From an optimization exercise on the open Yosys and OpenROAD flow, aimed at small area and a short achievable clock period; shortcuts taken in it are not production practice.
At most, simulation tests tie the RTL to the original design; equivalence was not proved.
Only the layout flow was run in runs 1 and 4; the RTL was not checked for function there.
No driver is modelled on the clock port, so clock power and skew are understated where the tree is cut down; a real chip needs a root buffer or a tree.
Power is estimated from default activity; no workload was simulated.

$ cat standard.sh
#!/bin/bash
# synth_recipe.tcl (not shown) runs the flow's synth.tcl, then flattens the netlist and writes it again
# the make line also repeats each setting of config.mk as NAME=value (left out here)
make -C /OpenROAD-flow-scripts/flow DESIGN_CONFIG=/design/flow/config.mk WORK_HOME=/design/flow/orfs CLKGATE_MAP_FILE= SYNTH_SCRIPT=/design/flow/synth_recipe.tcl "${@:-finish}"
$ cat flow/clocktree.tcl
# Reshape the clock tree that CTS built into two levels of equal depth:
# 1. every clock buffer that the root buffer drives and that itself drives
#    only clock buffers is taken out; the leaf buffers it drove move up to the
#    root's net;
# 2. the leaf buffers are split into NROOT groups by position, and each group
#    gets a root buffer of its own, placed at the group's centre and fed by
#    the clock port.
# Every register's clock still passes exactly one root and one leaf buffer.
set nroot 4
set block [ord::get_db_block]
set clk_net [$block findNet clk]
set root ""
foreach it [$clk_net getITerms] {
  if {[$it isInputSignal]} { set root [$it getInst] }
}
set root_in [$root findITerm A]
set root_out [[$root findITerm X] getNet]
set removed 0
foreach it [$root_out getITerms] {
  set inst [$it getInst]
  if {$inst == $root} { continue }
  set x [$inst findITerm X]
  if {$x == "NULL" || $x == ""} { continue }
  set out [$x getNet]
  set loads {}
  set all_bufs 1
  foreach lt [$out getITerms] {
    if {[$lt getInst] == $inst} { continue }
    if {![string match "sky130_fd_sc_hd__clkbuf_*" [[[$lt getInst] getMaster] getName]]} { set all_bufs 0 }
    lappend loads $lt
  }
  if {!$all_bufs} { continue }
  foreach lt $loads {
    $lt disconnect
    $lt connect $root_out
  }
  $x disconnect
  $it disconnect
  odb::dbInst_destroy $inst
  odb::dbNet_destroy $out
  incr removed
}
puts "clocktree.tcl: removed $removed branch clock buffers"

# leaf buffers now on the root's net, with their centres
set leaves {}
foreach it [$root_out getITerms] {
  set inst [$it getInst]
  if {$inst == $root} { continue }
  set bb [$inst getBBox]
  lappend leaves [list $it [expr {([$bb xMin] + [$bb xMax]) / 2}] [expr {([$bb yMin] + [$bb yMax]) / 2}]]
}
set n [llength $leaves]
# k-means on leaf positions, seeded by the leaves sorted by angle round the centre
set cx 0; set cy 0
foreach l $leaves { set cx [expr {$cx + [lindex $l 1]}]; set cy [expr {$cy + [lindex $l 2]}] }
set cx [expr {double($cx) / $n}]; set cy [expr {double($cy) / $n}]
set byang [lsort -real -index 3 [lmap l $leaves { list {*}$l [expr {atan2([lindex $l 2] - $cy, [lindex $l 1] - $cx)}] }]]
set cent {}
for {set g 0} {$g < $nroot} {incr g} {
  set l [lindex $byang [expr {int(($g + 0.5) * $n / $nroot)}]]
  lappend cent [list [lindex $l 1] [lindex $l 2]]
}
for {set iter 0} {$iter < 20} {incr iter} {
  set grp {}
  foreach l $leaves {
    set best 0; set bd 1e30
    for {set g 0} {$g < $nroot} {incr g} {
      set dx [expr {[lindex $l 1] - [lindex $cent $g 0]}]
      set dy [expr {[lindex $l 2] - [lindex $cent $g 1]}]
      set dd [expr {$dx * $dx + $dy * $dy}]
      if {$dd < $bd} { set bd $dd; set best $g }
    }
    lappend grp $best
  }
  set newc {}
  for {set g 0} {$g < $nroot} {incr g} {
    set sx 0; set sy 0; set k 0
    foreach l $leaves gg $grp { if {$gg == $g} { set sx [expr {$sx + [lindex $l 1]}]; set sy [expr {$sy + [lindex $l 2]}]; incr k } }
    if {$k == 0} { lappend newc [lindex $cent $g] } else { lappend newc [list [expr {$sx / $k}] [expr {$sy / $k}]] }
  }
  set cent $newc
}
set master [$root getMaster]
for {set g 0} {$g < $nroot} {incr g} {
  if {$g == 0} {
    set inst $root
    set net $root_out
  } else {
    set inst [odb::dbInst_create $block $master "clkbuf_root_$g"]
    set net [odb::dbNet_create $block "clknet_root_$g"]
    $net setSigType CLOCK
    [$inst findITerm A] connect $clk_net
    [$inst findITerm X] connect $net
  }
  set k 0
  foreach l $leaves gg $grp {
    if {$gg != $g} { continue }
    incr k
    if {$g != 0} { [lindex $l 0] disconnect; [lindex $l 0] connect $net }
  }
  set w [$master getWidth]; set h [$master getHeight]
  $inst setLocation [expr {int([lindex $cent $g 0] - $w / 2)}] [expr {int([lindex $cent $g 1] - $h / 2)}]
  $inst setPlacementStatus PLACED
  puts "clocktree.tcl: root $g drives $k leaf buffers"
}
detailed_placement
estimate_parasitics -placement
report_clock_skew
$ cat config.mk
export PLATFORM = sky130hd
export DESIGN_NAME = moving_avg_filt
export DESIGN_NICKNAME = moving_avg_filt
export VERILOG_FILES = /design/flow/design.v
export SDC_FILE = /design/flow/constraint.sdc
export NUM_CORES = 4
export LEC_CHECK = 0
export ABC_CLOCK_PERIOD_IN_PS = 2000
export CAP_MARGIN = 20
export CORE_MARGIN = 2
export CORE_UTILIZATION = 60
export HOLD_SLACK_MARGIN = 0
export PLACE_DENSITY = 0.75
export SLEW_MARGIN = 20
$ cat flow/run.sh
#!/bin/bash
# Standard ORFS layout (standard synthesis unchanged) with port buffers of a
# plain buffer cell, no CTS dummy loads, a tighter setup repair target, and
# the clock tree reshaped after CTS (flow/clocktree.tcl).
set -euo pipefail
bash standard.sh \
  BUFFER_PORTS_ARGS="-buffer_cell sky130_fd_sc_hd__buf_2" \
  CTS_ARGS="-sink_clustering_enable -repair_clock_nets -dont_use_dummy_load -sink_clustering_size 34 -sink_clustering_max_diameter 70 -buf_list {sky130_fd_sc_hd__clkbuf_16}" \
  POST_CTS_TCL="$PWD/flow/clocktree.tcl" \
  SETUP_SLACK_MARGIN=5.4 \
  finish > flow.log 2>&1
$ cat design.v
module moving_avg_filt(
  input clk,
  input signed [7:0] signal_in,
  output reg signed [7:0] signal_out
  );
  parameter N = 64;  
  reg signed [7:0] q [0:N-1];
  reg [13:0] ss;
  reg [13:0] sc;
  reg [13:0] acc;
  reg [5:0] phase;
  reg load_a;
  reg pre_b;
  reg load_b;
  reg clear;
  integer i;
  wire [7:0] xu = {~signal_in[7], signal_in[6:0]};       
  wire [7:0] q0u = {~q[0][7], q[0][6:0]};                
  wire [7:0] yn = {q[N-1][7], ~q[N-1][6:0]};             
  wire [13:0] a = load_a ? acc : ss;
  wire [13:0] b = load_b ? {6'd0, q0u} : sc;
  wire [13:0] r1c = load_b ? 14'h2000 : {6'h3f, yn};
  wire [13:0] s1 = a ^ b ^ r1c;
  wire [14:0] c1 = {(a & b) | (a & r1c) | (b & r1c), ~load_b};    
  wire [13:0] r2c = {6'd0, xu};
  wire [13:0] s2 = s1 ^ c1[13:0] ^ r2c;
  wire [14:0] c2 = {(s1 & c1[13:0]) | (s1 & r2c) | (c1[13:0] & r2c), 1'b0};
  wire [13:0] sum = ss + sc;
  wire [7:0] acc_lo = clear ? 8'd0 : acc[7:0];
  wire [8:0] alo = {1'b0, acc_lo} + {1'b0, q0u};
  wire [5:0] ahi_up = acc[13:8] + 6'd1;
  wire [5:0] ahi = clear ? 6'd0 : (alo[8] ? ahi_up : acc[13:8]);
  always @(posedge clk) begin
    q[0] <= signal_in;
    for (i = 0; i < N - 1; i = i + 1)
      q[i + 1] <= q[i];
    phase <= phase + 6'd1;
    load_a <= (phase == 6'd62);
    pre_b <= (phase == 6'd61);
    load_b <= pre_b;
    clear <= (phase == 6'd0);
    ss <= s2;
    sc <= c2[13:0];
    acc <= {ahi, alo[7:0]};
    signal_out <= sum[13:6];
  end
endmodule
$ cat constraint.sdc
create_clock -name core_clock -period 8.0 [get_ports {clk}]
set_input_delay 1.6000 -clock core_clock [delete_from_list [all_inputs] [get_ports {clk}]]
set_output_delay 1.6000 -clock core_clock [all_outputs]
set_load 0.01 [all_outputs]
==> reports/metrics.yaml, run 1 <==
rsz0062_at_grt: "false"
worst_slack_ps: 5510
die_h_um: 153
worstPathArrival_ps: 2670
drv_slew: 0
clk_pin_slew_ps: 110
drc_errors: 0
finalInstanceArea_sq_um: 14400
met1Wirelength_um: 7970
grt_max_degree: 35
syn_area_per_cell_sq_um: 16.6
die_w_um: 153
grt_pass1_vias: 5518
min_period_over_period_pct: 31.1
final_common_cell: "dfxtp_1"
crit_type: "flop to flop"
synth_area_sq_um: 13400
place_congestion: 0.754
critPathBufInv: 0
combPwrFrac_pct: 14.2
power_uw: 5140
tns_ps: 0
vias_per_cell: 4.54
finClkSkew_ps: 70.0
fp-row-count: 54
holdPathStages: 0
internal-power_uw: 3930
tightest_slew_ps: 809
p_sw_uw: 1220
track_usage_pct: 14.2
min_period_ps: 2490
crit_fanout: 15
wl_met3_um: 585
min_path_type: "flop to flop"
r2r_start: "clear"
core-area_sq_um: 21900
synth_nets: 867
place_area_sq_um: 13800
antenna_found_initial: 0
vias: 5082
slowest_stage: "dfxtp_4"
status: "timing/DRC/antenna clean"
dp_slack_ps: 5310
grt_overflow: 0
setup_viol: 0
hold_violations: 0
slowest_delay_ps: 420
path_cells: "nor2b_1, ha_1, fa_1, a21o_1, a21oi_2, o211ai_1, nand2_2, nor3b_2, mux2_2"
drt-initial-drc-count: 220
max_freq_mhz: 402
dieArea_sq_um: 23600
p_leak_uw: 0.00605
yosysSeqAreaShare_pct: 85.3
grt_pass1_wl_um: 26800
initial_core_util_pct: 61.2
slew_headroom_pct: 46.0
power_frac_clock_pct: 23.8
drtPass1Iterations: 4
peakVddDrop_uv: 210
dp_hpwl_um: 9460
hold_end: "q[3][5]"
dr.max_layer_used: "met4"
wl_met2_um: 6810
io_pins: 17
fin_nets: 902
numPortBuffers: 16
power_density_nw_per_um2: 358
cts_num_sinks: 571
ys_seq_elements: 571
end_kind: "flop"
ys_types: 38
final_antenna_net_count: 0
worstSkewPairLatency_ps: 350
start_kind: "flop"
critPathTopFamily: "compound AO/OA/AOI/OAI gates"
drive_gt1_share_pct: 7.74
hold_path.startpoint: "q[2][5]"
swShare_pct: 23.6
pwr-share-seq_pct: 62.0
drt_wl_total_um: 15700
wire_per_inst_um: 14.0
syn_to_final_growth_pct: 7.30
yosysWarnings: 2
maxCapViolCount: 0
diodes: 0
final_cell_mix: "dfxtp_1 (570), ha_1 (34), inv_1 (24)"
synthCells: 807
r2r_cells: 9
worst_ep_required_time_ps: 8180
reg2reg_slack_ps: 5510
worstReg2RegEnd: "acc[13]"
-- power groups by stage --
stage | Clock, uW | Sequential, uW | Combinational, uW
after detailed placement | 0 | 3250 | 731
after global placement | 0 | 3240 | 669
after floorplan | 0 | 3220 | 549
final | 1230 | 3190 | 730
after global routing | 1360 | 3210 | 845
-- synth_stat cells --
master / instances / area, sq um
dfxtp_1: 571 / 11400
ha_1: 34 / 425
inv_1: 24 / 90.1
fa_1: 17 / 340
mux2i_1: 15 / 150
nor2b_1: 15 / 93.8
nor2_1: 14 / 52.6
xnor2_1: 14 / 123
xor2_1: 14 / 123
a21oi_1: 9 / 45.0
o21ai_0: 9 / 45.0
or2_2: 9 / 56.3
nand2_1: 8 / 30.0
mux2_2: 7 / 78.8
nand2b_1: 6 / 37.5
nand3_1: 6 / 30.0
o21bai_1: 4 / 30.0
o21a_1: 3 / 22.5
a21o_1: 2 / 15.0
and3_1: 2 / 12.5
buf_1: 2 / 7.51
buf_2: 2 / 10.0
clkbuf_1: 2 / 7.51
nand4_1: 2 / 12.5
nor4_1: 2 / 12.5
o211ai_1: 2 / 15.0
a211o_1: 1 / 8.76
a211oi_2: 1 / 12.5
a21oi_2: 1 / 8.76
and2_1: 1 / 6.26
and3_2: 1 / 7.51
and4_4: 1 / 11.3
nor3b_1: 1 / 7.51
o21ai_2: 1 / 8.76
o221ai_2: 1 / 15.0
o31a_1: 1 / 8.76
o41ai_1: 1 / 8.76
or3_1: 1 / 6.26
-- through the flow --
stage               util (%)  instances  hold WS (ps)
finish                  65.7       1120           274
floorplan                  -        807           310
global placement        63.1       1098           311
detailed placement      63.1       1098           312
global route            65.7       1120           284
-- state kept, by name, indices dropped and copies added, names as in the netlist --
register	cells
load_b	1
signal_out	8
acc	14
phase	6
sc	13
clear	1
ss	14
q	512
load_a	1
pre_b	1
-- cell type report, without the clock buffers --
| type | instances | area [sq um] |
|---|---|---|
| inverters | 24 | 90.1 |
| fillers | 1520 | 7510 |
| repair buffers | 17 | 87.6 |
| plain buffers | 3 | 75.1 |
| multi-input cells | 206 | 1870 |
| well taps | 280 | 350 |
| flip-flops and latches | 571 | 11400 |
-- worst register-to-register path: stages, from the launching register on --
cell and delay, ps:
dfxtp_4 420, nor2b_1 130, ha_1 190, fa_1 220
a21o_1 140, a21oi_2 80, o211ai_1 360, nand2_2 160
nor3b_2 260, mux2_2 370
-- per-layer routing --
layer  up-vias  track usage, %
met3        27            4.34
met1      2413            19.5
met4         0            4.76
met5         -               0
met2        49            21.9
li1       2593               -
-- worst max path at each step --
stage / startpoint / to / slack [ps] / cells after the start
finish: clear / acc[13] / 5510 / 9
global route: clear / acc[13] / 5390 / 9
detailed placement: clear / acc[13] / 5310 / 9
global placement: clear / acc[13] / 5470 / 9
floorplan: clear / acc[13] / 5540 / 10
-- logic make-up after synthesis --
| kind of cell | Yosys count | share of synthesized area [%] |
|---|---|---|
| DFF | 571 | 85.3 |
| and+or+nand+nor | 69 | 2.81 |
| adders and majority gates | 51 | 5.71 |
| xor gates and xnor gates | 28 | 1.83 |
| AOI/OAI and AO/OA | 36 | 1.82 |
| muxes | 22 | 1.71 |
| buffers and inverters | 30 | 0.859 |
==> run 2, diff against run 1 <==
--- a/design.v
+++ b/design.v
@@ -13,4 +13,5 @@
   reg pre_b;
   reg load_b;
+  reg keep;
   reg clear;
   integer i;
@@ -22,5 +23,5 @@
   wire [13:0] r1c = load_b ? 14'h2000 : {6'h3f, yn};
   wire [13:0] s1 = a ^ b ^ r1c;
-  wire [14:0] c1 = {(a & b) | (a & r1c) | (b & r1c), ~load_b};    
+  wire [14:0] c1 = {(a & b) | (a & r1c) | (b & r1c), keep};    
   wire [13:0] r2c = {6'd0, xu};
   wire [13:0] s2 = s1 ^ c1[13:0] ^ r2c;
@@ -39,4 +40,5 @@
     pre_b <= (phase == 6'd61);
     load_b <= pre_b;
+    keep <= (phase != 6'd62);
     clear <= (phase == 6'd0);
     ss <= s2;
==> flow/run.sh (replaced) <==
#!/bin/bash
# Standard ORFS layout (standard synthesis unchanged) with port buffers of a
# plain buffer cell, no CTS dummy loads, a tighter setup repair target, and
# the clock tree reshaped after CTS (flow/clocktree.tcl).
set -euo pipefail
bash standard.sh \
  BUFFER_PORTS_ARGS="-buffer_cell sky130_fd_sc_hd__buf_2" \
  CTS_ARGS="-sink_clustering_enable -repair_clock_nets -dont_use_dummy_load -sink_clustering_size 20 -sink_clustering_max_diameter 50 -buf_list {sky130_fd_sc_hd__clkbuf_8}" \
  POST_CTS_TCL="$PWD/flow/clocktree.tcl" \
  SETUP_SLACK_MARGIN=5.6 \
  finish > flow.log 2>&1
==> reports/metrics.yaml, run 2 <==
status: "timing/DRC/antenna clean"
grt_max_degree: 21  # -40%
min_period_over_period_pct: 30.3  # -0.77 points
initial_core_util_pct: 61.6  # +0.34 points
worst_slack_ps: 5570  # +61.6 ps
worstPathArrival_ps: 830  # -1840 ps
min_path_type: "flop to flop"
rsz0062_at_grt: "true"
hold_violations: 0  # unchanged
power_density_nw_per_um2: 360  # +0.74%
fp-row-count: 54  # unchanged
drive_gt1_share_pct: 8.79  # +1.1 points
tns_ps: 0  # unchanged
grt_pass1_wl_um: 25200  # -6.0%
io_pins: 17  # unchanged
dieArea_sq_um: 23800  # +0.84%
clk_pin_slew_ps: 110  # about the same
drt-initial-drc-count: 151  # -31%
drv_slew: 0  # unchanged
ys_top_cells_by_count: "dfxtp_1 (572), ha_1 (34), inv_1 (28), a21oi_1 (17), fa_1 (17)"
final_antenna_net_count: 0  # unchanged
finClkSkew_ps: 51.8  # -18.1 ps
track_usage_pct: 13.5  # -0.76 points
reg.largest.list: "q x512, acc x14, ss x14"
ys_seq_elements: 572  # +0.18%
numPortBuffers: 16  # unchanged
yosysSeqAreaShare_pct: 84.7  # -0.59 points
die_h_um: 154  # +0.42%
grt_pass1_vias: 5148  # -6.7%
synthTopCellsByArea: "dfxtp_1 (85%), ha_1 (3.1%), fa_1 (2.5%)"
yosysTopAreaCell: "dfxtp_1"
final_common_cell: "dfxtp_1"
dp_hpwl_um: 8430  # -11%
wire_per_inst_um: 12.7  # -9.1%
tightest_slew_ps: 454  # -354 ps
start_kind: "flop"
synth_most_common_cell: "dfxtp_1"
synthCells: 831  # +3.0%
grt_overflow: 0  # unchanged
worst_ep_required_time_ps: 6400  # -1780 ps
syn_area_per_cell_sq_um: 16.3  # -2.0%
reg2reg_slack_ps: 5810  # +300 ps
crit_type: "flop to output pin"
synthFlopType: "dfxtp_1"
syn_to_final_growth_pct: 6.81
core-area_sq_um: 22000  # +0.31%
drt_wl_total_um: 14700  # -6.1%
place_congestion: 0.782  # +3.7%
maxCapViolCount: 0  # unchanged
synth_nets: 891  # +2.8%
antenna_found_initial: 0  # unchanged
largest_reg_flops: 512  # unchanged
diodes: 0  # unchanged
critPathTopFamily: "flip-flops"
slowest_stage: "dfxtp_2"
async_flop_share_pct: 0  # unchanged
drtPass1Iterations: 4  # unchanged
fin_nets: 938  # +4.0%
slowest_delay_ps: 340  # -80 ps
worstSkewPairLatency_ps: 380  # +30 ps
path_cells: "buf_6"
final_cell_mix: "dfxtp_1 (565), ha_1 (34), clkbuf_8 (34)"
die_w_um: 154  # +0.42%
peakVddDrop_uv: 243  # +16%
vias: 5144  # +1.2%
end_kind: "output pin"
critPathBufInv: 1  # +1
drc_errors: 0  # unchanged
synth_area_sq_um: 13500  # +0.87%
yosysWarnings: 2  # unchanged
max_freq_mhz: 412  # +2.5%
synth_top_area_share_pct: 84.7  # -0.59 points
p_leak_uw: 0.00605  # about the same
synth_edf_count: 0  # unchanged
slew_headroom_pct: 69.7  # +24 points
crit_fanout: 1  # -14
vias_per_cell: 4.45  # -1.9%
top_register: "q"
ys_types: 41  # +7.9%
dp_slack_ps: 5470  # +163 ps
min_period_ps: 2430  # -61.6 ps
cts_num_sinks: 572  # +0.18%
setup_viol: 0  # unchanged
==> run 2: metrics by stage <==
stage | power (uW) | util, % | hold slack (ps) | instance area [sq um] | cells
global placement | 4100 | 63.5 | 310 | 13900 | 1122
global route | 5530 | 65.8 | 291 | 14400 | 1156
finish | 5200 | 65.8 | 293 | 14400 | 1156
detailed placement | 4140 | 63.5 | 312 | 13900 | 1122
floorplan | 3910 | - | 310 | 13500 | 831
==> run 2: layer usage <==
layer,wire (um),vias up,GRT usage (%)
li1,-,2703,-
met1,8480,2355,21.0
met2,5360,53,17.2
met3,474,33,3.44
met4,405,0,6.81
met5,0,-,0
==> run 2: path summary, 6_finish.rpt <==
kind / startpoint / cells after the start / endpoint
setup / recovery: signal_out[0] / 1 / signal_out[0]
hold / removal: q[5][4] / 0 / q[6][4]
setup reg to reg: load_b / 4 / ss[7]
hold reg to reg: q[5][4] / 0 / q[6][4]
==> run 2: kinds of logic after synthesis <==
logic type / after synthesis / synth area share (%)
adder cells (fa/ha/maj): 51 / 5.66
AND/OR/NAND/NOR: 76 / 2.88
flip-flops: 572 / 84.7
AO/OA/AOI/OAI: 48 / 2.31
buffers and inverters: 34 / 0.953
XOR/XNOR: 27 / 1.75
multiplexers: 23 / 1.77
==> run 2: final cells by class, without the clock buffers <==
class / instances / area (sq um)
sequential: 572 / 11500
multi-input combinational: 225 / 1940
buffer: 3 / 41.3
tap: 280 / 350
timing repair buffer: 17 / 113
fill: 1496 / 7510
inverter: 28 / 105
==> run 2: where the power goes <==
group	internal, uW	switching (uW)	total (uW)
Clock	387	726	1110
Combinational	413	465	878
Sequential	3100	109	3210
==> run 3, diff against run 2 <==
--- a/flow/run.sh
+++ b/flow/run.sh
@@ -6,5 +6,5 @@
 bash standard.sh \
   BUFFER_PORTS_ARGS="-buffer_cell sky130_fd_sc_hd__buf_2" \
-  CTS_ARGS="-sink_clustering_enable -repair_clock_nets -dont_use_dummy_load -sink_clustering_size 20 -sink_clustering_max_diameter 50 -buf_list {sky130_fd_sc_hd__clkbuf_8}" \
+  CTS_ARGS="-sink_clustering_enable -repair_clock_nets -dont_use_dummy_load -sink_clustering_size 28 -sink_clustering_max_diameter 60 -buf_list {sky130_fd_sc_hd__clkbuf_16}" \
   POST_CTS_TCL="$PWD/flow/clocktree.tcl" \
   SETUP_SLACK_MARGIN=5.6 \
==> reports/metrics.yaml, run 3 <==
power_frac_clock_pct: 24.9  # +3.5 points
reg2reg_slack_ps: 5790  # -20 ps
worstSkewPairLatency_ps: 340  # -40 ps
holdPathStages: 0  # unchanged
grt_pass1_vias: 5089  # -1.1%
min_period_over_period_pct: 29.6  # -0.72 points
drive_gt1_share_pct: 8.06  # -0.73 points
p_sw_uw: 1320  # +1.3%
critPathBufInv: 1  # unchanged
drtPass1Iterations: 4  # unchanged
power_uw: 5430  # +4.4%
hold_path.startpoint: "q[51][1]"
antenna_found_initial: 0  # unchanged
fin_nets: 931  # -0.75%
swShare_pct: 24.2  # -0.76 points
start_kind: "flop"
final_common_cell: "dfxtp_1"
reg.largest.list: "q x512, acc x14, ss x14"
hold_end: "q[52][1]"
grt_max_degree: 29  # +38%
peakVddDrop_uv: 209  # -14%
grt_pass1_wl_um: 25300  # +0.49%
core-area_sq_um: 22000  # unchanged
dieArea_sq_um: 23800  # unchanged
largest_reg_flops: 512  # unchanged
power_density_nw_per_um2: 371  # +3.1%
synth_nets: 891  # unchanged
hold_violations: 0  # unchanged
clk_pin_slew_ps: 100  # about the same
slew_headroom_pct: 71.1  # +1.4 points
r2r_cells: 4  # unchanged
wire_per_inst_um: 13.0  # +2.1%
yosysSeqAreaShare_pct: 84.7  # unchanged
diodes: 0  # unchanged
syn_area_per_cell_sq_um: 16.3  # unchanged
maxCapViolCount: 0  # unchanged
synth_most_common_cell: "dfxtp_1"
setup_viol: 0  # unchanged
crit_fanout: 1  # unchanged
synth_edf_count: 0  # unchanged
drt_wl_total_um: 14900  # +1.5%
r2r_start: "load_b"
die_h_um: 154  # unchanged
synthTopCellsByArea: "dfxtp_1 (85%), ha_1 (3.1%), fa_1 (2.5%)"
max_freq_mhz: 422  # +2.4%
dp_hpwl_um: 8430  # unchanged
yosysWarnings: 2  # unchanged
worst_ep_required_time_ps: 6400  # about the same
grt_overflow: 0  # unchanged
track_usage_pct: 13.5  # +0.031 points
crit_type: "flop to output pin"
yosysTopAreaCell: "dfxtp_1"
rsz0062_at_grt: "false"
finClkSkew_ps: 26.6  # -25.3 ps
place_congestion: 0.782  # unchanged
critPathTopFamily: "flip-flops"
synthFlopType: "dfxtp_1"
synth_area_sq_um: 13500  # unchanged
drv_slew: 0  # unchanged
status: "timing/DRC/antenna clean"
internal-power_uw: 4120  # +5.5%
pwr-share-seq_pct: 59.1  # -2.6 points
drt-initial-drc-count: 202  # +34%
ys_types: 41  # unchanged
tightest_slew_ps: 434  # -20.7 ps
vias: 5113  # -0.60%
final_cell_mix: "dfxtp_1 (565), ha_1 (34), inv_1 (28)"
tns_ps: 0  # unchanged
worstReg2RegEnd: "ss[7]"
io_pins: 17  # unchanged
ys_top_cells_by_count: "dfxtp_1 (572), ha_1 (34), inv_1 (28), a21oi_1 (17), fa_1 (17)"
top_register: "q"
p_leak_uw: 0.00614  # +1.4%
numPortBuffers: 16  # unchanged
fill_cells: 1471  # -1.7%
fp-row-count: 54  # unchanged
syn_to_final_growth_pct: 8.24
end_kind: "output pin"
cts_num_sinks: 572  # unchanged
ys_seq_elements: 572  # unchanged
drc_errors: 0  # unchanged
die_w_um: 154  # unchanged
synth_top_area_share_pct: 84.7  # unchanged
final_antenna_net_count: 0  # unchanged
min_path_type: "flop to flop"
min_period_ps: 2370  # -57.7 ps
worstPathArrival_ps: 770  # -60 ps
path_cells: "buf_6"
async_flop_share_pct: 0  # unchanged
initial_core_util_pct: 61.6  # unchanged
slowest_delay_ps: 330  # about the same
combPwrFrac_pct: 16.0  # -0.9 points
synthCells: 831  # unchanged
vias_per_cell: 4.45  # about the same
slowest_stage: "dfxtp_2"
==> run 3: cell counts after synthesis <==
Identical to the previous run, type by type.
==> run 3: metal layers <==
metal  track usage [%]  wire length, um
met5                 0                0
met4              5.70              369
met3              3.24              412
met2              18.0             5700
met1              21.0             8460
==> run 3: power by group through the flow <==
stage	sequential (uW)	clock, uW	combinational [uW]
final	3210	1350	870
after global routing	3240	1490	1020
after detailed placement	3270	0	870
after global placement	3270	0	835
after floorplan	3240	0	674
==> run 3: worst max-delay path by stage <==
| stage | start | to | cells past startpoint |
|---|---|---|---|
| 2_1_floorplan | signal_in[0] | ss[0] | 3 |
| 3_3_place_gp | load_b | ss[7] | 4 |
| 3_5_place_dp | load_b | ss[7] | 4 |
| 5_1_grt | signal_out[7] | signal_out[7] | 1 |
| 6_report | signal_out[0] | signal_out[0] | 1 |
==> run 3: area by class of cell, without the clock buffers <==
type                       instances  area (sq um)  share of cell area (%)
tap                              280           350                    2.39
buffer                             3          75.1                   0.513
multi-input combinational        225          1940                    13.3
sequential                       572         11500                    78.3
timing repair buffer              17           104                   0.709
inverter                          28           105                   0.718
==> run 3: kinds of logic (layout without fill, tap and decap cells) <==
kind of cell | Yosys count | count (layout) | synth area share, %
DFF | 572 | 572 | 84.7
buffers and inverters | 34 | 72 | 0.953
AOI/OAI and AO/OA | 48 | 48 | 2.31
adders and majority gates | 51 | 51 | 5.66
xor gates and xnor gates | 27 | 27 | 1.75
muxes | 23 | 23 | 1.77
and+or+nand+nor | 76 | 76 | 2.88
==> run 3: stage by stage <==
| stage | area, sq um | util [%] | setup WS (ps) | hold WS [ps] | std cells |
|---|---|---|---|---|---|
| after detailed placement | 13900 | 63.5 | 5470 | 312 | 1122 |
| after global routing | 14600 | 66.7 | 5600 | 306 | 1149 |
| final | 14600 | 66.7 | 5630 | 305 | 1149 |
| after global placement | 13900 | 63.5 | 5570 | 310 | 1122 |
| after floorplan | 13500 | - | 5740 | 310 | 831 |
==> run 4, diff against run 3 <==
==> design.v (replaced) <==
module moving_avg_filt(
  input clk,
  input signed [7:0] signal_in,
  output reg signed [7:0] signal_out
  );
  parameter N = 64;  
  reg signed [7:0] q [0:N-1];
  reg [7:0] ss;
  reg [7:0] sc;
  reg [5:0] hi;
  reg ca;
  reg cb;
  reg [13:0] acc;
  reg [5:0] phase;
  reg load_a;
  reg pre_b;
  reg load_b;
  reg keep;
  reg clear;
  integer i;
  wire [7:0] xu = {~signal_in[7], signal_in[6:0]};       
  wire [7:0] q0u = {~q[0][7], q[0][6:0]};                
  wire [7:0] yn = {q[N-1][7], ~q[N-1][6:0]};             
  wire [7:0] a = load_a ? acc[7:0] : ss;
  wire [7:0] b = load_b ? q0u : sc;
  wire [7:0] r1c = load_b ? 8'd0 : yn;
  wire [7:0] s1 = a ^ b ^ r1c;
  wire [8:0] c1 = {(a & b) | (a & r1c) | (b & r1c), keep};    
  wire [7:0] s2 = s1 ^ c1[7:0] ^ xu;
  wire [8:0] c2 = {(s1 & c1[7:0]) | (s1 & xu) | (c1[7:0] & xu), 1'b0};
  wire [5:0] hi_up = hi + 6'd1;
  wire [5:0] hi_dn = hi - 6'd1;
  wire [5:0] hi_next = load_a ? {~acc[13], acc[12:8]} :
                       (ca & cb) ? hi_up : ((ca | cb) ? hi : hi_dn);
  wire [8:0] lo_sum = {1'b0, ss} + {1'b0, sc};
  wire [5:0] hi_sum = hi + {5'd0, ca} + {5'd0, cb} + {5'd0, lo_sum[8]};
  wire [7:0] acc_lo = clear ? 8'd0 : acc[7:0];
  wire [8:0] alo = {1'b0, acc_lo} + {1'b0, q0u};
  wire [5:0] ahi_up = acc[13:8] + 6'd1;
  wire [5:0] ahi = clear ? 6'd0 : (alo[8] ? ahi_up : acc[13:8]);
  always @(posedge clk) begin
    q[0] <= signal_in;
    for (i = 0; i < N - 1; i = i + 1)
      q[i + 1] <= q[i];
    phase <= phase + 6'd1;
    load_a <= (phase == 6'd62);
    pre_b <= (phase == 6'd61);
    load_b <= pre_b;
    keep <= (phase != 6'd62);
    clear <= (phase == 6'd0);
    ss <= s2;
    sc <= c2[7:0];
    ca <= c1[8];
    cb <= c2[8];
    hi <= hi_next;
    acc <= {ahi, alo[7:0]};
    signal_out <= {hi_sum, lo_sum[7:6]};
  end
endmodule
==> flow/run.sh (replaced) <==
#!/bin/bash
# Standard ORFS layout (standard synthesis unchanged) with port buffers of a
# plain buffer cell, no CTS dummy loads, a tighter setup repair target, and
# the clock tree reshaped after CTS (flow/clocktree.tcl).
set -euo pipefail
bash standard.sh \
  BUFFER_PORTS_ARGS="-buffer_cell sky130_fd_sc_hd__buf_2" \
  CTS_ARGS="-sink_clustering_enable -repair_clock_nets -dont_use_dummy_load -sink_clustering_size 34 -sink_clustering_max_diameter 70 -buf_list {sky130_fd_sc_hd__clkbuf_16}" \
  POST_CTS_TCL="$PWD/flow/clocktree.tcl" \
  SETUP_SLACK_MARGIN=5.4 \
  finish > flow.log 2>&1
==> reports/metrics.yaml, run 4 <==
status: "timing/DRC/antenna clean"
die_h_um: 152  # -1.1%
r2r_start: "ss[3]"
dieArea_sq_um: 23200  # -2.2%
async_flop_share_pct: 0  # unchanged
final_antenna_net_count: 0  # unchanged
reg2reg_slack_ps: 5330  # -460 ps
min_period_ps: 2670  # +300 ps
max_freq_mhz: 375  # -11%
synthFlopType: "dfxtp_1"
vias: 4923  # -3.7%
instances_no_fill: 1098  # -4.4%
path_cells: "ha_4, and4_1, o21ai_2, a21oi_2, o21ai_2, nand2b_1, fa_2, ha_4, a21oi_2, nor2b_1, and3_1, xor2_1"
top_register: "q"
synth_nets: 832  # -6.6%
io_pins: 17  # unchanged
cts_num_sinks: 568  # -0.70%
synthTopCellsByArea: "dfxtp_1 (85%), fa_1 (3.0%), ha_1 (2.4%)"
core-area_sq_um: 21700  # -1.2%
place_inst: 1069  # -4.7%
slew_headroom_pct: 53.5  # -18 points
rsz0062_at_grt: "true"
worst_ep_required_time_ps: 8260  # +1860 ps
clk_pin_slew_ps: 110  # about the same
yosysSeqAreaShare_pct: 86.5  # +1.8 points
wire_per_inst_um: 13.8  # +6.0%
min_period_over_period_pct: 33.3  # +3.8 points
drv_slew: 0  # unchanged
hold_violations: 0  # unchanged
synthCells: 778  # -6.4%
initial_core_util_pct: 60.9  # -0.65 points
syn_to_final_growth_pct: 7.93
synth_most_common_cell: "dfxtp_1"
worstSkewPairLatency_ps: 350  # about the same
slowest_stage: "fa_2"
grt_max_degree: 35  # +21%
worst_slack_ps: 5330  # -300 ps
grt_pass1_vias: 5236  # +2.9%
yosysWarnings: 2  # unchanged
setup_viol: 0  # unchanged
final_cell_mix: "dfxtp_1 (556), ha_1 (23), clkbuf_16 (21)"
place_congestion: 0.782  # about the same
drt-initial-drc-count: 186  # -7.9%
reg.largest.list: "q x512, acc x14"
start_kind: "flop"
dp_slack_ps: 5080  # -391 ps
hold_end: "q[49][2]"
fill_cells: 1389  # -5.6%
min_path_type: "flop to flop"
final_common_cell: "dfxtp_1"
crit_type: "flop to flop"
syn_area_per_cell_sq_um: 17.0  # +4.4%
tns_ps: 0  # unchanged
r2r_cells: 12  # +8
vias_per_cell: 4.48  # +0.76%
fin_nets: 874  # -6.1%
synth_area_sq_um: 13200  # -2.3%
finClkSkew_ps: 32.2  # +5.62 ps
critPathBufInv: 0  # -1
power_uw: 5180  # -4.7%
synth_edf_count: 6  # +6
antenna_found_initial: 0  # unchanged
critPathTopFamily: "adder cells"
tightest_slew_ps: 696  # +263 ps
maxCapViolCount: 0  # unchanged
synth_top_area_share_pct: 85.1  # +0.45 points
worstPathArrival_ps: 2930  # +2160 ps
diodes: 0  # unchanged
end_kind: "flop"
die_w_um: 152  # -1.1%
yosysTopAreaCell: "dfxtp_1"
dp_hpwl_um: 8820  # +4.6%
power_density_nw_per_um2: 363  # -2.3%
worstReg2RegEnd: "signal_out[7]"
track_usage_pct: 13.7  # +0.23 points
drt_wl_total_um: 15100  # +1.3%
slowest_delay_ps: 560  # +230 ps
drive_gt1_share_pct: 10.1  # +2.1 points
largest_reg_flops: 512  # unchanged
p_leak_uw: 0.00592  # -3.5%
ys_types: 39  # -4.9%
fp-row-count: 54  # unchanged
ys_seq_elements: 568  # -0.70%
drtPass1Iterations: 4  # unchanged
ys_top_cells_by_count: "dfxtp_1 (562), ha_1 (25), fa_1 (20), inv_1 (20), nor2_1 (19)"
drc_errors: 0  # unchanged
peakVddDrop_uv: 230  # +10%
grt_pass1_wl_um: 25800  # +1.9%
hold_path.startpoint: "q[48][2]"
numPortBuffers: 16  # unchanged
crit_fanout: 2  # +1
holdPathStages: 0  # unchanged
grt_overflow: 0  # unchanged
## run 4: cell types whose count changed after synthesis, sizes merged, moves of 7 or more
| cell | delta |
|---|---|
| inv | -8 |
| ha | -9 |
| mux2 | +10 |
| or2 | -8 |
| mux2i | -13 |
| dfxtp | -10 |
| nand2 | -7 |
## run 4: how the worst max path moves through the flow
stage	slack [ps]	cells after the start	startpoint	endpoint
after floorplan	5410	11	ss[2]	signal_out[6]
after global placement	5150	12	ss[2]	signal_out[7]
after detailed placement	5080	12	ss[2]	signal_out[7]
after global routing	5180	12	ss[3]	signal_out[7]
final	5330	12	ss[3]	signal_out[7]
## run 4: stage by stage
stage	hold slack (ps)	area (sq um)	util [%]
2_1_floorplan	310	13200	-
3_3_place_gp	312	13600	62.8
3_5_place_dp	312	13600	62.8
5_1_grt	312	14300	65.8
6_report	299	14300	65.8
## run 4: cells by family (layout without fill, tap and decap cells)
family	count (synthesis)	after routing	synth area share [%]
DFF	568	568	86.5
adders and majority gates	45	45	5.40
and+or+nand+nor	64	64	2.50
muxes	20	20	1.70
AOI/OAI and AO/OA	36	36	1.87
xor gates and xnor gates	20	20	1.33
buffers and inverters	25	65	0.719
## run 4: report_power, final
| part | leakage, uW | switching, uW | total [uW] | internal (uW) |
|---|---|---|---|---|
| sequential | 0.00476 | 111 | 3200 | 3090 |
| combinational | 0.000905 | 385 | 777 | 391 |
| clock | 0.000259 | 717 | 1200 | 480 |
| total | 0.00592 | 1210 | 5180 | 3960 |
## run 4: layer usage
metal	wire, um	global-route usage [%]
met4	198	4.72
met1	7780	19.5
met2	6710	21.0
met5	0	0
met3	446	3.50
## run 4: area by class of cell, without the clock buffers
class / count / area, sq um / area share, %
inverter: 20 / 75.1 / 0.526
multi-input combinational: 185 / 1740 / 12.2
sequential: 568 / 11400 / 80.2
buffer: 3 / 75.1 / 0.526
timing repair buffer: 24 / 140 / 0.982
tap: 280 / 350 / 2.46
==> run 5, diff against run 4 <==
--- a/design.v
+++ b/design.v
@@ -34,5 +34,9 @@
                        (ca & cb) ? hi_up : ((ca | cb) ? hi : hi_dn);
   wire [8:0] lo_sum = {1'b0, ss} + {1'b0, sc};
-  wire [5:0] hi_sum = hi + {5'd0, ca} + {5'd0, cb} + {5'd0, lo_sum[8]};
+  wire [1:0] cab = {ca & cb, ca ^ cb};
+  wire [1:0] cab1 = {ca | cb, ~(ca ^ cb)};       
+  wire [5:0] hi_c0 = hi + {4'd0, cab};
+  wire [5:0] hi_c1 = hi + {4'd0, cab1};
+  wire [5:0] hi_sum = lo_sum[8] ? hi_c1 : hi_c0;
   wire [7:0] acc_lo = clear ? 8'd0 : acc[7:0];
   wire [8:0] alo = {1'b0, acc_lo} + {1'b0, q0u};
==> reports/metrics.yaml, run 5 <==
grt_pass1_vias: 5120  # -2.2%
fill_cells: 1447  # +4.2%
holdPathStages: 0  # unchanged
maxCapViolCount: 0  # unchanged
reg.largest.list: "q x512, acc x14"
yosysSeqAreaShare_pct: 86.2  # -0.33 points
async_flop_share_pct: 0  # unchanged
syn_area_per_cell_sq_um: 16.7  # -1.5%
max_freq_mhz: 394  # +5.1%
dieArea_sq_um: 23300  # +0.38%
numPortBuffers: 16  # unchanged
grt_pass1_wl_um: 25600  # -0.59%
worstReg2RegEnd: "signal_out[6]"
yosysWarnings: 2  # unchanged
worst_ep_required_time_ps: 8200  # -60 ps
clk_pin_slew_ps: 120  # about the same
die_h_um: 153  # +0.19%
hold_end: "q[26][5]"
antenna_found_initial: 0  # unchanged
ys_top_cells_by_count: "dfxtp_1 (562), inv_1 (28), ha_1 (27), nor2_1 (20), fa_1 (19)"
dp_hpwl_um: 9110  # +3.3%
hold_violations: 0  # unchanged
place_congestion: 0.803  # +2.7%
vias: 4991  # +1.4%
layout.area.seq_sq_um: 11400  # about the same
wire_per_inst_um: 14.0  # +1.4%
top_register: "q"
core-area_sq_um: 21800  # +0.31%
io_pins: 17  # unchanged
crit_fanout: 2  # unchanged
synth_edf_count: 6  # unchanged
ys_types: 38  # -2.6%
synth_top_area_share_pct: 84.8  # -0.33 points
tightest_slew_ps: 618  # -78.6 ps
vias_per_cell: 4.51  # +0.65%
drc_errors: 0  # unchanged
final_antenna_net_count: 0  # unchanged
r2r_start: "sc[3]"
reg2reg_slack_ps: 5460  # +130 ps
ys_seq_elements: 568  # unchanged
r2r_cells: 10  # -2
tns_ps: 0  # unchanged
synth_area_sq_um: 13300  # +0.39%
setup_viol: 0  # unchanged
drt_wl_total_um: 15500  # +2.1%
start_kind: "flop"
die_w_um: 153  # +0.19%
rsz0062_at_grt: "true"
power_uw: 5190  # +0.27%
track_usage_pct: 13.8  # +0.056 points
crit_type: "flop to flop"
yosysTopAreaCell: "dfxtp_1"
power_density_nw_per_um2: 364  # +0.30%
fp-row-count: 54  # unchanged
drtPass1Iterations: 4  # unchanged
hold_path.startpoint: "q[25][5]"
min_period_over_period_pct: 31.7  # -1.6 points
status: "timing/DRC/antenna clean"
worstPathArrival_ps: 2740  # -190 ps
worstSkewPairLatency_ps: 350  # about the same
p_leak_uw: 0.00593  # +0.13%
synth_nets: 848  # +1.9%
min_path_type: "flop to flop"
peakVddDrop_uv: 214  # -6.8%
final_common_cell: "dfxtp_1"
grt_overflow: 0  # unchanged
largest_reg_flops: 512  # unchanged
initial_core_util_pct: 61.0  # about the same
slew_headroom_pct: 58.8  # +5.2 points
synthFlopType: "dfxtp_1"
end_kind: "flop"
synthCells: 793  # +1.9%
diodes: 0  # unchanged
drt-initial-drc-count: 217  # +17%
fin_nets: 883  # +1.0%
finClkSkew_ps: 84.0  # +51.8 ps
synth_most_common_cell: "dfxtp_1"
syn_to_final_growth_pct: 7.49
drv_slew: 0  # unchanged
final_cell_mix: "dfxtp_1 (558), inv_1 (28), ha_1 (26)"
multi_input_area_sq_um: 1730  # -0.50%
grt_max_degree: 35  # unchanged
drive_gt1_share_pct: 8.23  # -1.9 points
synthTopCellsByArea: "dfxtp_1 (85%), fa_1 (2.9%), ha_1 (2.5%)"
cts_num_sinks: 568  # unchanged
min_period_ps: 2540  # -131 ps
## run 5: changes by cell type after synthesis, sizes merged, moves of 3 or more
cell,change
inv,+8
nand2,+5
a21oi,+3
xnor2,+3
## run 5: worst max-delay path by stage
stage | startpoint | end | slack, ps
finish | sc[3] | signal_out[6] | 5460
global route | sc[3] | signal_out[6] | 5320
detailed placement | ss[5] | signal_out[6] | 5440
global placement | load_a | ss[7] | 5510
floorplan | ss[5] | signal_out[6] | 5690
## run 5: stage by stage
stage,hold WS (ps),instance area [sq um],setup WS [ps],std cells,util [%]
5_1_grt,257,14300,5320,1106,65.6
3_3_place_gp,310,13700,5510,1084,62.9
3_5_place_dp,312,13700,5440,1084,62.9
2_1_floorplan,310,13300,5690,793,-
6_report,249,14300,5460,1106,65.6
## run 5: cell type report, without the clock buffers
class | count | share of cell area [%]
Multi-Input combinational cell | 192 | 12.1
Tap cell | 280 | 2.46
Inverter | 28 | 0.737
Buffer | 3 | 0.526
Sequential cell | 568 | 80.2
Timing Repair Buffer | 16 | 0.649
## run 5: routing by layer
layer	up-vias	global-route usage [%]	wire, um
li1	2554	-	-
met2	38	20.4	6670
met3	29	3.70	511
met4	0	4.50	305
met1	2370	20.0	7960
met5	-	0	0
## run 5: power breakdown
| group | internal, uW | leakage [uW] | switching, uW | total [uW] |
|---|---|---|---|---|
| combinational | 365 | 0.000901 | 402 | 767 |
| sequential | 3090 | 0.00476 | 110 | 3200 |
| clock | 501 | 0.000271 | 723 | 1220 |
| total | 3950 | 0.00593 | 1230 | 5190 |
## run 5: kinds of logic after synthesis
logic type / synth area share (%)
multiplexers: 1.70
adder cells (fa/ha/maj): 5.41
flip-flops: 86.2
AO/OA/AOI/OAI: 1.84
AND/OR/NAND/NOR: 2.57
buffers and inverters: 0.934
XOR/XNOR: 1.39
## run 5: worst max-delay path: stages (launching register included)
cell,delay (ps)
dfxtp_1,340
ha_1,300
a21oi_1,160
a21oi_1,130
a311oi_2,370
xnor2_1,170
ha_2,210
inv_1,50
fa_2,350
nor2_2,130
xor2_1,170
==> run 6, diff against run 5 <==
--- a/flow/run.sh
+++ b/flow/run.sh
@@ -8,4 +8,4 @@
   CTS_ARGS="-sink_clustering_enable -repair_clock_nets -dont_use_dummy_load -sink_clustering_size 34 -sink_clustering_max_diameter 70 -buf_list {sky130_fd_sc_hd__clkbuf_16}" \
   POST_CTS_TCL="$PWD/flow/clocktree.tcl" \
-  SETUP_SLACK_MARGIN=5.4 \
+  SETUP_SLACK_MARGIN=5.6 \
   finish > flow.log 2>&1
==> reports/metrics.yaml, run 6 <==
pwr-share-seq_pct: 60.8  # -0.8 points
grt_max_degree: 35  # unchanged
synth_edf_count: 6  # unchanged
drt_wl_total_um: 15600  # +1.0%
synthFlopType: "dfxtp_1"
synthTopCellsByArea: "dfxtp_1 (85%), fa_1 (2.9%), ha_1 (2.5%)"
crit_fanout: 2  # unchanged
worst_ep_required_time_ps: 8200  # about the same
largest_reg_flops: 512  # unchanged
io_pins: 17  # unchanged
drive_gt1_share_pct: 10.6  # +2.4 points
holdPathStages: 0  # unchanged
slowest_stage: "fa_2"
yosysSeqAreaShare_pct: 86.2  # unchanged
hold_end: "q[26][5]"
syn_to_final_growth_pct: 8.39
combPwrFrac_pct: 16.0  # +1.2 points
swShare_pct: 24.1  # +0.31 points
grt_pass1_wl_um: 25700  # +0.27%
maxCapViolCount: 0  # unchanged
yosysTopAreaCell: "dfxtp_1"
ys_types: 38  # unchanged
drc_errors: 0  # unchanged
worst_slack_ps: 5610  # +146 ps
antenna_found_initial: 0  # unchanged
dp_hpwl_um: 9110  # unchanged
finClkSkew_ps: 83.7  # -0.304 ps
synth_top_area_share_pct: 84.8  # unchanged
synth_nets: 848  # unchanged
start_kind: "flop"
utilization_pct: 66.1  # +0.55 points
final_common_cell: "dfxtp_1"
reg2reg_slack_ps: 5610  # +150 ps
ys_top_cells_by_count: "dfxtp_1 (562), inv_1 (28), ha_1 (27), nor2_1 (20), fa_1 (19)"
track_usage_pct: 13.8  # +0.043 points
initial_core_util_pct: 61.0  # unchanged
path_cells: "ha_4, a21oi_4, a21oi_2, a311oi_2, xnor2_1, ha_2, inv_2, fa_2, nor2_2, xor2_1"
synth_most_common_cell: "dfxtp_1"
peakVddDrop_uv: 214  # about the same
yosysWarnings: 2  # unchanged
min_period_ps: 2390  # -146 ps
ys_seq_elements: 568  # unchanged
hold_path.startpoint: "q[25][5]"
worstSkewPairLatency_ps: 350  # about the same
dieArea_sq_um: 23300  # unchanged
diodes: 0  # unchanged
grt_pass1_vias: 5127  # +0.14%
p_sw_uw: 1270  # +3.1%
drtPass1Iterations: 4  # unchanged
max_freq_mhz: 418  # +6.1%
syn_area_per_cell_sq_um: 16.7  # unchanged
internal-power_uw: 4010  # +1.3%
drt-initial-drc-count: 225  # +3.7%
core-area_sq_um: 21800  # unchanged
hold_violations: 0  # unchanged
die_h_um: 153  # unchanged
rsz0062_at_grt: "true"
worstReg2RegEnd: "signal_out[6]"
place_congestion: 0.803  # unchanged
status: "timing/DRC/antenna clean"
power_density_nw_per_um2: 367  # +0.91%
fin_nets: 884  # +0.11%
final_antenna_net_count: 0  # unchanged
power_frac_clock_pct: 23.2  # -0.4 points
async_flop_share_pct: 0  # unchanged
final_cell_mix: "dfxtp_1 (552), inv_1 (27), clkbuf_16 (22)"
cts_num_sinks: 568  # unchanged
vias_per_cell: 4.51  # about the same
tns_ps: 0  # unchanged
top_register: "q"
clk_pin_slew_ps: 110  # about the same
vias: 4998  # +0.14%
setup_viol: 0  # unchanged
end_kind: "flop"
reg.largest.list: "q x512, acc x14"
wire_per_inst_um: 14.1  # +0.94%
min_period_over_period_pct: 29.9  # -1.8 points
grt_overflow: 0  # unchanged
r2r_start: "ss[3]"
min_path_type: "flop to flop"
crit_type: "flop to flop"
slowest_delay_ps: 370  # about the same
worstPathArrival_ps: 2590  # -150 ps
numPortBuffers: 16  # unchanged
slew_headroom_pct: 70.0  # +11 points
p_leak_uw: 0.00594  # +0.15%
synth_area_sq_um: 13300  # unchanged
drv_slew: 0  # unchanged
r2r_cells: 10  # unchanged
synthCells: 793  # unchanged
die_w_um: 153  # unchanged
tightest_slew_ps: 444  # -174 ps
fp-row-count: 54  # unchanged
dp_slack_ps: 5440  # unchanged
[run 6: cell types whose count changed in the layout (fill, tap and decap cells not counted), sizes merged]
| cell | previous run | this run |
|---|---|---|
| buf | 16 | 17 |
[run 6: how the worst max path moves through the flow]
stage	startpoint	to	slack [ps]	cells past startpoint
floorplan	ss[5]	signal_out[6]	5690	10
finish	ss[3]	signal_out[6]	5610	10
detailed placement	ss[5]	signal_out[6]	5440	9
global route	ss[3]	signal_out[6]	5500	10
global placement	load_a	ss[7]	5510	5
[run 6: final cells by class, without the clock buffers]
cell class                 count  area, sq um
fill                        1430         7370
buffer                         3         75.1
sequential                   568        11400
timing repair buffer          17          100
inverter                      28          105
tap                          280          350
multi-input combinational    192         1830
[run 6: power groups by stage]
stage | Clock (uW) | Sequential, uW | Combinational, uW
6_report | 1230 | 3210 | 842
5_1_grt | 1350 | 3240 | 955
3_5_place_dp | 0 | 3260 | 742
3_3_place_gp | 0 | 3250 | 694
2_1_floorplan | 0 | 3230 | 565
[run 6: cell families (layout without fill, tap and decap cells)]
| logic type | count (synthesis) | after routing | share of synthesized area [%] |
|---|---|---|---|
| flops | 568 | 568 | 86.2 |
| mux | 20 | 20 | 1.70 |
| buf+inv | 33 | 67 | 0.934 |
| compound gates | 37 | 37 | 1.84 |
| xor+xnor | 21 | 21 | 1.39 |
| fa+ha+maj | 46 | 46 | 5.41 |
| simple gates | 68 | 68 | 2.57 |
[run 6: layer usage]
layer	GRT usage, %	vias to the layer above	part of all wire [%]
met5	0	-	0
met1	20.0	2376	51
met3	3.70	29	3.3
li1	-	2555	-
met2	20.6	38	43
met4	4.50	0	1.9
[run 6: through the flow]
step	cell area [sq um]	power [uW]	instances	hold WS, ps
finish	14400	5280	1107	249
global route	14400	5550	1107	257
detailed placement	13700	4000	1084	312
global placement	13700	3950	1084	310
floorplan	13300	3790	793	310
[run 6: worst max-delay path, delay by kind of cell, from the launching register on]
kind	cells	cell delay, ps
AO/OA/AOI/OAI	3	560
XOR/XNOR	2	340
adder cells (fa/ha/maj)	3	840
buffers and inverters	1	40
flip-flops	1	350
AND/OR/NAND/NOR	1	110
==> run 7, diff against run 6 <==
--- a/flow/run.sh
+++ b/flow/run.sh
@@ -6,5 +6,5 @@
 bash standard.sh \
   BUFFER_PORTS_ARGS="-buffer_cell sky130_fd_sc_hd__buf_2" \
-  CTS_ARGS="-sink_clustering_enable -repair_clock_nets -dont_use_dummy_load -sink_clustering_size 34 -sink_clustering_max_diameter 70 -buf_list {sky130_fd_sc_hd__clkbuf_16}" \
+  CTS_ARGS="-sink_clustering_enable -repair_clock_nets -dont_use_dummy_load -sink_clustering_size 24 -sink_clustering_max_diameter 50 -buf_list {sky130_fd_sc_hd__clkbuf_16}" \
   POST_CTS_TCL="$PWD/flow/clocktree.tcl" \
   SETUP_SLACK_MARGIN=5.6 \
==> reports/metrics.yaml, run 7 <==
drc_errors: 0  # unchanged
top_register: "q"
wire_per_inst_um: 14.1  # about the same
yosysWarnings: 2  # unchanged
min_period_over_period_pct: 29.3  # -0.59 points
crit_fanout: 2  # unchanged
yosysSeqAreaShare_pct: 86.2  # unchanged
drtPass1Iterations: 4  # unchanged
max_freq_mhz: 427  # +2.0%
synth_edf_count: 6  # unchanged
initial_core_util_pct: 61.0  # unchanged
die_h_um: 153  # unchanged
p_leak_uw: 0.00609  # +2.5%
slew_headroom_pct: 69.7  # -0.32 points
end_kind: "flop"
slowest_stage: "fa_2"
slowest_delay_ps: 370  # about the same
critPathTopFamily: "adder cells"
final_cell_mix: "dfxtp_1 (553), clkbuf_16 (34), inv_1 (28)"
start_kind: "flop"
ys_seq_elements: 568  # unchanged
fill_cells: 1415  # -1.0%
instances_no_fill: 1119  # +1.1%
final_antenna_net_count: 0  # unchanged
track_usage_pct: 14.2  # +0.40 points
diodes: 0  # unchanged
tns_ps: 0  # unchanged
grt_max_degree: 25  # -29%
power_density_nw_per_um2: 379  # +3.1%
setup_viol: 0  # unchanged
min_path_type: "flop to flop"
peakVddDrop_uv: 190  # -11%
numPortBuffers: 16  # unchanged
syn_area_per_cell_sq_um: 16.7  # unchanged
async_flop_share_pct: 0  # unchanged
drt-initial-drc-count: 217  # -3.6%
synth_area_sq_um: 13300  # unchanged
place_inst: 1084  # unchanged
reg.largest.list: "q x512, acc x14"
drive_gt1_share_pct: 11.1  # +0.44 points
cts_num_sinks: 568  # unchanged
yosysTopAreaCell: "dfxtp_1"
place_congestion: 0.803  # unchanged
synthCells: 793  # unchanged
dp_hpwl_um: 9110  # unchanged
crit_type: "flop to flop"
final_common_cell: "dfxtp_1"
synthTopCellsByArea: "dfxtp_1 (85%), fa_1 (2.9%), ha_1 (2.5%)"
drt_wl_total_um: 15800  # +1.1%
maxCapViolCount: 0  # unchanged
vias: 5066  # +1.4%
tightest_slew_ps: 449  # +4.69 ps
drv_slew: 0  # unchanged
largest_reg_flops: 512  # unchanged
fp-row-count: 54  # unchanged
synth_most_common_cell: "dfxtp_1"
vias_per_cell: 4.53  # +0.27%
hold_violations: 0  # unchanged
synthFlopType: "dfxtp_1"
synth_nets: 848  # unchanged
critPathBufInv: 1  # unchanged
syn_to_final_growth_pct: 10.3
rsz0062_at_grt: "true"
min_period_ps: 2340  # -47.3 ps
grt_pass1_wl_um: 26400  # +2.7%
worstPathArrival_ps: 2580  # about the same
dieArea_sq_um: 23300  # unchanged
path_cells: "ha_4, a21oi_4, a21oi_2, a311oi_2, xnor2_1, ha_2, inv_1, fa_2, nor2_2, xor2_1"
die_w_um: 153  # unchanged
worst_ep_required_time_ps: 8240  # +40 ps
fin_nets: 896  # +1.4%
io_pins: 17  # unchanged
worstSkewPairLatency_ps: 350  # about the same
grt_overflow: 0  # unchanged
synth_top_area_share_pct: 84.8  # unchanged
status: "timing/DRC/antenna clean"
clk_pin_slew_ps: 80  # -30 ps
grt_pass1_vias: 5281  # +3.0%
finClkSkew_ps: 56.6  # -27.1 ps
ys_top_cells_by_count: "dfxtp_1 (562), inv_1 (28), ha_1 (27), nor2_1 (20), fa_1 (19)"
core-area_sq_um: 21800  # unchanged
ys_types: 38  # unchanged
antenna_found_initial: 0  # unchanged
[run 7: cell types whose count changed in the layout (fill, tap and decap cells not counted), sizes merged]
| cell | before | now |
|---|---|---|
| clkbuf | 22 | 34 |
[run 7: final timing paths]
path                  from            end  slack [ps]  cells after the start
setup / recovery     sc[3]  signal_out[6]        5660                     10
hold / removal    q[27][0]       q[28][0]         300                      0
setup reg to reg     sc[3]  signal_out[6]        5660                     10
hold reg to reg   q[27][0]       q[28][0]         300                      0
[run 7: metal layers]
| metal | share of wire (%) | vias up | GRT usage [%] |
|---|---|---|---|
| li1 | - | 2588 | - |
| met1 | 50 | 2407 | 20.3 |
| met2 | 45 | 49 | 21.2 |
| met3 | 3.9 | 22 | 4.35 |
| met4 | 1.4 | 0 | 4.45 |
| met5 | 0 | - | 0 |
[run 7: cells by family after synthesis]
group	Yosys count	synth area share (%)
XOR/XNOR	21	1.39
adder cells (fa/ha/maj)	46	5.41
multiplexers	20	1.70
buffers and inverters	33	0.934
AO/OA/AOI/OAI	37	1.84
flip-flops	568	86.2
AND/OR/NAND/NOR	68	2.57
[run 7: area by class of cell, without the clock buffers]
cell class	instances	area (sq um)	area share (%)
Buffer	3	75.1	0.513
Inverter	28	105	0.718
Multi-Input combinational cell	192	1790	12.2
Sequential cell	568	11400	78.2
Tap cell	280	350	2.39
Timing Repair Buffer	17	100	0.684
[run 7: power by group]
part,switching [uW],total (uW),internal (uW)
combinational,417,810,393
sequential,118,3210,3090
clock,766,1520,756
[run 7: metrics by stage]
stage               power, uW  instance area [sq um]  hold slack (ps)  setup WS, ps  util (%)
floorplan                3790                  13300              310          5690         -
global placement         3950                  13700              310          5510      62.9
detailed placement       4000                  13700              312          5440      62.9
global route             5830                  14600              297          5490      67.3
finish                   5540                  14600              297          5660      67.3
==> run 8, diff against run 7 <==
--- a/flow/run.sh
+++ b/flow/run.sh
@@ -6,5 +6,5 @@
 bash standard.sh \
   BUFFER_PORTS_ARGS="-buffer_cell sky130_fd_sc_hd__buf_2" \
-  CTS_ARGS="-sink_clustering_enable -repair_clock_nets -dont_use_dummy_load -sink_clustering_size 24 -sink_clustering_max_diameter 50 -buf_list {sky130_fd_sc_hd__clkbuf_16}" \
+  CTS_ARGS="-sink_clustering_enable -repair_clock_nets -dont_use_dummy_load -sink_clustering_size 20 -sink_clustering_max_diameter 50 -buf_list {sky130_fd_sc_hd__clkbuf_8}" \
   POST_CTS_TCL="$PWD/flow/clocktree.tcl" \
   SETUP_SLACK_MARGIN=5.6 \
--- a/flow/clocktree.tcl
+++ b/flow/clocktree.tcl
@@ -82,5 +82,7 @@
   set cent $newc
 }
-set master [$root getMaster]
+# the root buffers are the strongest clock buffer, whatever CTS used
+set master [[ord::get_db] findMaster sky130_fd_sc_hd__clkbuf_16]
+$root swapMaster $master
 for {set g 0} {$g < $nroot} {incr g} {
   if {$g == 0} {
==> reports/metrics.yaml, run 8 <==
peakVddDrop_uv: 187  # -1.5%
drive_gt1_share_pct: 11.7  # +0.57 points
grt_pass1_wl_um: 25800  # -2.3%
vias_per_cell: 4.49  # -0.75%
syn_to_final_growth_pct: 8.28
grt_overflow: 0  # unchanged
synth_edf_count: 6  # unchanged
dp_hpwl_um: 9110  # unchanged
wire_per_inst_um: 13.9  # -1.8%
drc_errors: 0  # unchanged
power_uw: 5240  # -5.4%
synthTopCellsByArea: "dfxtp_1 (85%), fa_1 (2.9%), ha_1 (2.5%)"
diodes: 0  # unchanged
multi_input_area_sq_um: 1830  # +2.2%
instances_no_fill: 1121  # +0.18%
fp-row-count: 54  # unchanged
setup_viol: 0  # unchanged
io_pins: 17  # unchanged
fill_cells: 1438  # +1.6%
final_common_cell: "dfxtp_1"
grt_max_degree: 22  # -12%
antenna_found_initial: 0  # unchanged
die_w_um: 153  # unchanged
cts_num_sinks: 568  # unchanged
dp_slack_ps: 5440  # unchanged
crit_fanout: 2  # unchanged
grt_pass1_vias: 5245  # -0.68%
drv_slew: 0  # unchanged
ys_top_cells_by_count: "dfxtp_1 (562), inv_1 (28), ha_1 (27), nor2_1 (20), fa_1 (19)"
drt-initial-drc-count: 198  # -8.8%
status: "timing/DRC/antenna clean"
final_antenna_net_count: 0  # unchanged
min_path_type: "flop to flop"
end_kind: "flop"
ys_seq_elements: 568  # unchanged
max_freq_mhz: 422  # -1.2%
hold_violations: 0  # unchanged
slowest_delay_ps: 380  # about the same
slew_headroom_pct: 70.1  # +0.38 points
drt_wl_total_um: 15500  # -1.7%
numPortBuffers: 16  # unchanged
worstPathArrival_ps: 2550  # -30 ps
synth_top_area_share_pct: 84.8  # unchanged
final_cell_mix: "dfxtp_1 (554), clkbuf_8 (32), inv_1 (28)"
synth_most_common_cell: "dfxtp_1"
hold_ws_ps: 304  # +7.24 ps
synth_nets: 848  # unchanged
async_flop_share_pct: 0  # unchanged
min_period_ps: 2370  # +27.4 ps
synthFlopType: "dfxtp_1"
synth_area_sq_um: 13300  # unchanged
reg.largest.list: "q x512, acc x14"
start_kind: "flop"
track_usage_pct: 13.9  # -0.30 points
yosysWarnings: 2  # unchanged
drtPass1Iterations: 4  # unchanged
crit_path_frequent_cell: "ha_4"
synthCells: 793  # unchanged
top_register: "q"
slowest_stage: "dfxtp_1"
largest_reg_flops: 512  # unchanged
path_cells: "ha_4, a21oi_4, a21oi_2, a311oi_2, mux2i_1, buf_4, ha_4, a21o_1, nand2_1, xnor2_1"
syn_area_per_cell_sq_um: 16.7  # unchanged
clk_pin_slew_ps: 100  # +20 ps
place_inst: 1084  # unchanged
layout.area.seq_sq_um: 11400  # about the same
worstSkewPairLatency_ps: 350  # about the same
crit_type: "flop to flop"
rsz0062_at_grt: "true"
min_period_over_period_pct: 29.6  # +0.34 points
tightest_slew_ps: 443  # -5.59 ps
vias: 5037  # -0.57%
ys_types: 38  # unchanged
fin_nets: 898  # +0.22%
place_congestion: 0.803  # unchanged
core-area_sq_um: 21800  # unchanged
worst_ep_required_time_ps: 8180  # -60 ps
initial_core_util_pct: 61.0  # unchanged
tns_ps: 0  # unchanged
die_h_um: 153  # unchanged
yosysSeqAreaShare_pct: 86.2  # unchanged
power_density_nw_per_um2: 365  # -3.7%
finClkSkew_ps: 88.0  # +31.4 ps
worst_slack_ps: 5630  # -27.4 ps
dieArea_sq_um: 23300  # unchanged
p_leak_uw: 0.00595  # -2.3%
maxCapViolCount: 0  # unchanged
yosysTopAreaCell: "dfxtp_1"
[run 8: changes by cell type in the layout (fill, tap and decap cells not counted), sizes merged]
cell    delta
clkbuf     +2
[run 8: critical path: cells and delay by family, from the launching register on]
kind	cells	cell delay, ps
multiplexers	1	300
XOR/XNOR	1	130
flip-flops	1	380
AO/OA/AOI/OAI	4	780
buffers and inverters	1	160
AND/OR/NAND/NOR	1	80
adder cells (fa/ha/maj)	2	430
[run 8: layer usage]
metal	vias to the layer above	wire length, um	track usage (%)
li1	2582	-	-
met1	2388	7910	19.6
met2	47	6820	20.5
met3	20	591	4.92
met4	0	208	4.45
met5	-	0	0
[run 8: area by class of cell, without the clock buffers]
class | count | share of cell area [%]
tap | 280 | 2.44
timing repair buffer | 17 | 0.697
sequential | 568 | 79.7
multi-input combinational | 192 | 12.7
buffer | 3 | 0.523
inverter | 28 | 0.732
[run 8: worst paths after layout]
check / depth (start not counted) / from / slack [ps] / to
setup / recovery: 10 / ss[3] / 5630 / signal_out[5]
hold / removal: 0 / q[18][4] / 300 / q[19][4]
setup reg to reg: 10 / ss[3] / 5630 / signal_out[5]
hold reg to reg: 0 / q[18][4] / 300 / q[19][4]
[run 8: where the power goes]
group / total [uW] / switching, uW / internal (uW)
logic: 847 / 429 / 418
clock network: 1180 / 726 / 454
registers: 3210 / 122 / 3090
[run 8: kinds of logic (layout without fill, tap and decap cells)]
group,after synthesis,after routing,synth area share [%]
flops,568,568,86.2
mux,20,20,1.70
xor+xnor,21,21,1.39
simple gates,68,68,2.57
compound gates,37,37,1.84
fa+ha+maj,46,46,5.41
buf+inv,33,81,0.934
[run 8: stage by stage]
stage	util, %	cell area, sq um
after floorplan	-	13300
after global placement	62.9	13700
after detailed placement	62.9	13700
after global routing	66.0	14400
final	66.0	14400

[static timing again, ports no longer ideal]
Ports are ideal in the flow. The routed layouts listed here were re-timed in OpenROAD. Step 1 assumes that a clkbuf_16 drives the clock port and a buf_2 every other input. Step 2 adds t to the input delays and takes it off the output delays; t is the mean of the earliest and latest rising clock arrival at the registers after step 1. Input paths then give back, and output paths get back, about the clock's delay inside the block. Slacks: ideal ports / drivers / drivers and shift; pairs: ideal ports / drivers.
run | t, ns | slack for setup (ns) | clock arrival spread, ns
run 1 | 0.417 | 5.513 / 5.513 / 5.513 | 0.071 / 0.070
run 2 | 0.431 | 5.575 / 5.497 / 5.629 | 0.059 / 0.059
run 3 | 0.420 | 5.633 / 5.539 / 5.609 | 0.028 / 0.028
run 4 | 0.418 | 5.332 / 5.332 / 5.332 | 0.039 / 0.038
run 5 | 0.410 | 5.463 / 5.463 / 5.463 | 0.088 / 0.088
run 6 | 0.409 | 5.609 / 5.517 / 5.609 | 0.088 / 0.088
run 7 | 0.423 | 5.656 / 5.563 / 5.567 | 0.057 / 0.056
run 8 | 0.402 | 5.629 / 5.589 / 5.605 | 0.088 / 0.088
After both steps every run listed still meets setup and hold. For run 7, which loses most, drivers alone change the setup slack by -0.093 ns; drivers and shift together by -0.089 ns.
